Context: an optimization exercise on an open-source flow, tuned for small area and a short achievable clock period. The choices shown serve that exercise and are no tape-out recipe.
In this exercise RTL edits were held to simulation tests only and were not proved equivalent to the original.
No activity file was given, so power comes from the tool's default toggle rates.

Setup of umber:
## xortally_net
module xortally_net(
	input clk,
	input rst,
	input [16:0] x1,
	input [16:0] x2,
	input [16:0] w1,
	input [16:0] w2,
	input [16:0] w3,
	input [16:0] w4,
	input [16:0] w5,
	input [16:0] w6,
	input [16:0] b1,
	input [16:0] b2,
	input [16:0] b3,
	output [16:0] h1,
	output [16:0] h2,
	output [16:0] y
);
==> flow/config.mk <==
export PLATFORM = sky130hd
export DESIGN_NAME = xortally_net
export DESIGN_NICKNAME = xortally_net
export VERILOG_FILES = /design/flow/design.v
export SDC_FILE = /design/flow/constraint.sdc
export NUM_CORES = 4
export LEC_CHECK = 0
export ABC_AREA = 1
export CAP_MARGIN = 20
export CORE_MARGIN = 2
export CORE_UTILIZATION = 45
export SETUP_SLACK_MARGIN = 4
export SLEW_MARGIN = 20
==> flow/constraint.sdc <==
create_clock -name core_clock -period 11.0 [get_ports {clk}]
set_input_delay 2.2000 -clock core_clock [delete_from_list [all_inputs] [get_ports {clk}]]
set_output_delay 2.2000 -clock core_clock [all_outputs]
set_load 0.01 [all_outputs]
standard.sh (not shown) runs the stock make flow with config.mk's settings and CLKGATE_MAP_FILE= SYNTH_SCRIPT=/design/flow/synth_recipe.tcl, a recipe that flattens the netlist after the stock synthesis.
==> flow/flow/run.sh <==
#!/bin/bash
# Standard layout, with the port buffers taken from the smallest buffer cell.
set -o pipefail
cp standard.sh standard_sh_copy.txt
export BUFFER_PORTS_ARGS="-buffer_cell sky130_fd_sc_hd__buf_1"
bash standard.sh > standard.log 2>&1
[inputs] willow vs umber
==> flow/run.sh (new file) <==
#!/bin/bash
# synth_recipe.tcl (not shown) runs the flow's synth.tcl, then flattens the netlist and writes it again
# the make line also repeats each setting of config.mk as NAME=value (left out here)
make -C /OpenROAD-flow-scripts/flow DESIGN_CONFIG=/design/flow/config.mk WORK_HOME=/design/flow/orfs CLKGATE_MAP_FILE= SYNTH_SCRIPT=/design/flow/synth_recipe.tcl finish
removed: flow/flow/run.sh
removed: flow/standard.sh
[summary]
- Proportion of cell area occupied by registers | willow below umber
- Diff umber -> willow: shortest clock period the worst path allows after layout ~0 delta; power +1.6%; global-route usage +0.73 points.

========
Another version of the RTL of xortally_net (not shown whole).
For scale: ~240 I/O pins, about 40,000 µm² of cells after synthesis.
Settings: LEC_CHECK=0, ABC_AREA=1, CAP_MARGIN=20, CORE_MARGIN=2, CORE_UTILIZATION=45, PLACE_DENSITY=0.75, SETUP_SLACK_MARGIN=4, SLEW_MARGIN=20; clock period 11.0 ns.
==> flow/flow/run.sh <==
#!/bin/bash
# The standard layout (standard.sh, which runs the ORFS make targets and
# keeps each step's log under orfs/logs), with the port buffers that ORFS's
# buffer_ports adds taken from the smallest buffer cell instead of the one it
# picks itself. Everything else, synthesis included, is the standard flow.
set -o pipefail
export BUFFER_PORTS_ARGS="-buffer_cell sky130_fd_sc_hd__buf_1"
bash standard.sh > standard.log 2>&1
Change:
CORE_UTILIZATION = 55   (was 45)
SETUP_SLACK_MARGIN = 5   (was 4)
=> With this change the flow completed, yet does not pass: capacitance limit, slew limit; design area went up by 13%; synthesized area is unchanged; register-to-register slack is better by 0.22 ns; setup slack improved by 0.24 ns; hold slack gains 0.0070 ns; routed wire length increases by 14%; final cell count went down by 0.47%; die area is lower by 18%; critical path depth decreases by 1; count of clock-buffer cells in the layout goes down by 3; total power goes up by 26%.
Change:
CORE_UTILIZATION = 62   (was 55)
PLACE_DENSITY = 0.8   (was 0.75)
SETUP_SLACK_MARGIN = 4.5   (was 5)
- The changed run went through all stages and came out clean
- non-clock buffer count drops by 120
- utilization climbs by 1.3 points
- sequential power barely changes
- first-iteration DRC count drops by roughly a tenth
Change:
CORE_UTILIZATION = 45   (was 62)
PLACE_DENSITY = default   (was 0.8)
SETUP_SLACK_MARGIN = 4   (was 4.5)
The changed run passed the timing, design-rule and antenna checks.
Global-route usage falls by 9.3 points.
Synthesized area does not change.
Flip-flop and latch count does not change.
Register-to-register slack gets worse by 0.27 ns.
Cell count climbs by 3.3%.
Worst hold slack stays flat.
Final area goes down by 1.7%.
Critical path depth decreases by 15.
Wire length grows by 1.4%.
Sequential power stays flat.
Core utilization decreases by 20 points.
Change:
PLACE_DENSITY = 0.75   (was default)
SETUP_SLACK_MARGIN = 4.5   (was 4)
Die area stays the same.
Wire length fell by 0.33%.
Setup slack gets better by 0.27 ns.
Final area rose by 2.3%.
Cell count rose by 0.46%.
Clock power rose by about 7%.
Combinational power rose by 5.3%.
Register-to-register slack gets better by 0.23 ns.
Utilization rose by 1.1 points.
Total power rose by 4.6%.
Sequential share of layout area fell by 0.22 points.

==> afterwards: timing with drivers on the ports <==
The results above use ideal ports. As a check the final layouts listed here were re-extracted and re-timed, cells and wires unchanged.
Step 1 sets driving cells, clkbuf_16 on the clock port and buf_2 on the other inputs (assumed; they add their load-dependent delay and slew).
Step 2 times the ports against the registers' clock, not the clock port: input delays grow and output delays shrink by t, the midpoint of the rising clock arrivals with the driver on.
a / b / c = ideal / step 1 / step 2; a / b = the first two.
run | t, ns | setup slack, ns | worst setup path at the end | worst register clock-pin slew, ns
umber | 0.653 | 4.346 / 4.330 / 3.873 | input to register | 0.07 / 0.07
willow | 0.639 | 4.346 / 4.316 / 3.759 | input to register | 0.07 / 0.07
the first run of note 2 | 0.647 | 4.355 / 4.369 / 3.755 | input to register | 0.07 / 0.07
the second run of note 2 | 0.643 | 4.594 / 4.627 / 3.984 | input to register | 0.07 / 0.07
the third run of note 2 | 0.652 | 4.629 / 4.669 / 4.017 | input to register | 0.06 / 0.06
the fourth run of note 2 | 0.646 | 4.437 / 4.364 / 3.903 | input to register | 0.07 / 0.07
the fifth run of note 2 | 0.649 | 4.707 / 4.707 / 4.097 | input to register | 0.07 / 0.07
For the third run of note 2, which loses most, drivers alone change the setup slack by +0.040 ns; drivers and shift together by -0.612 ns.
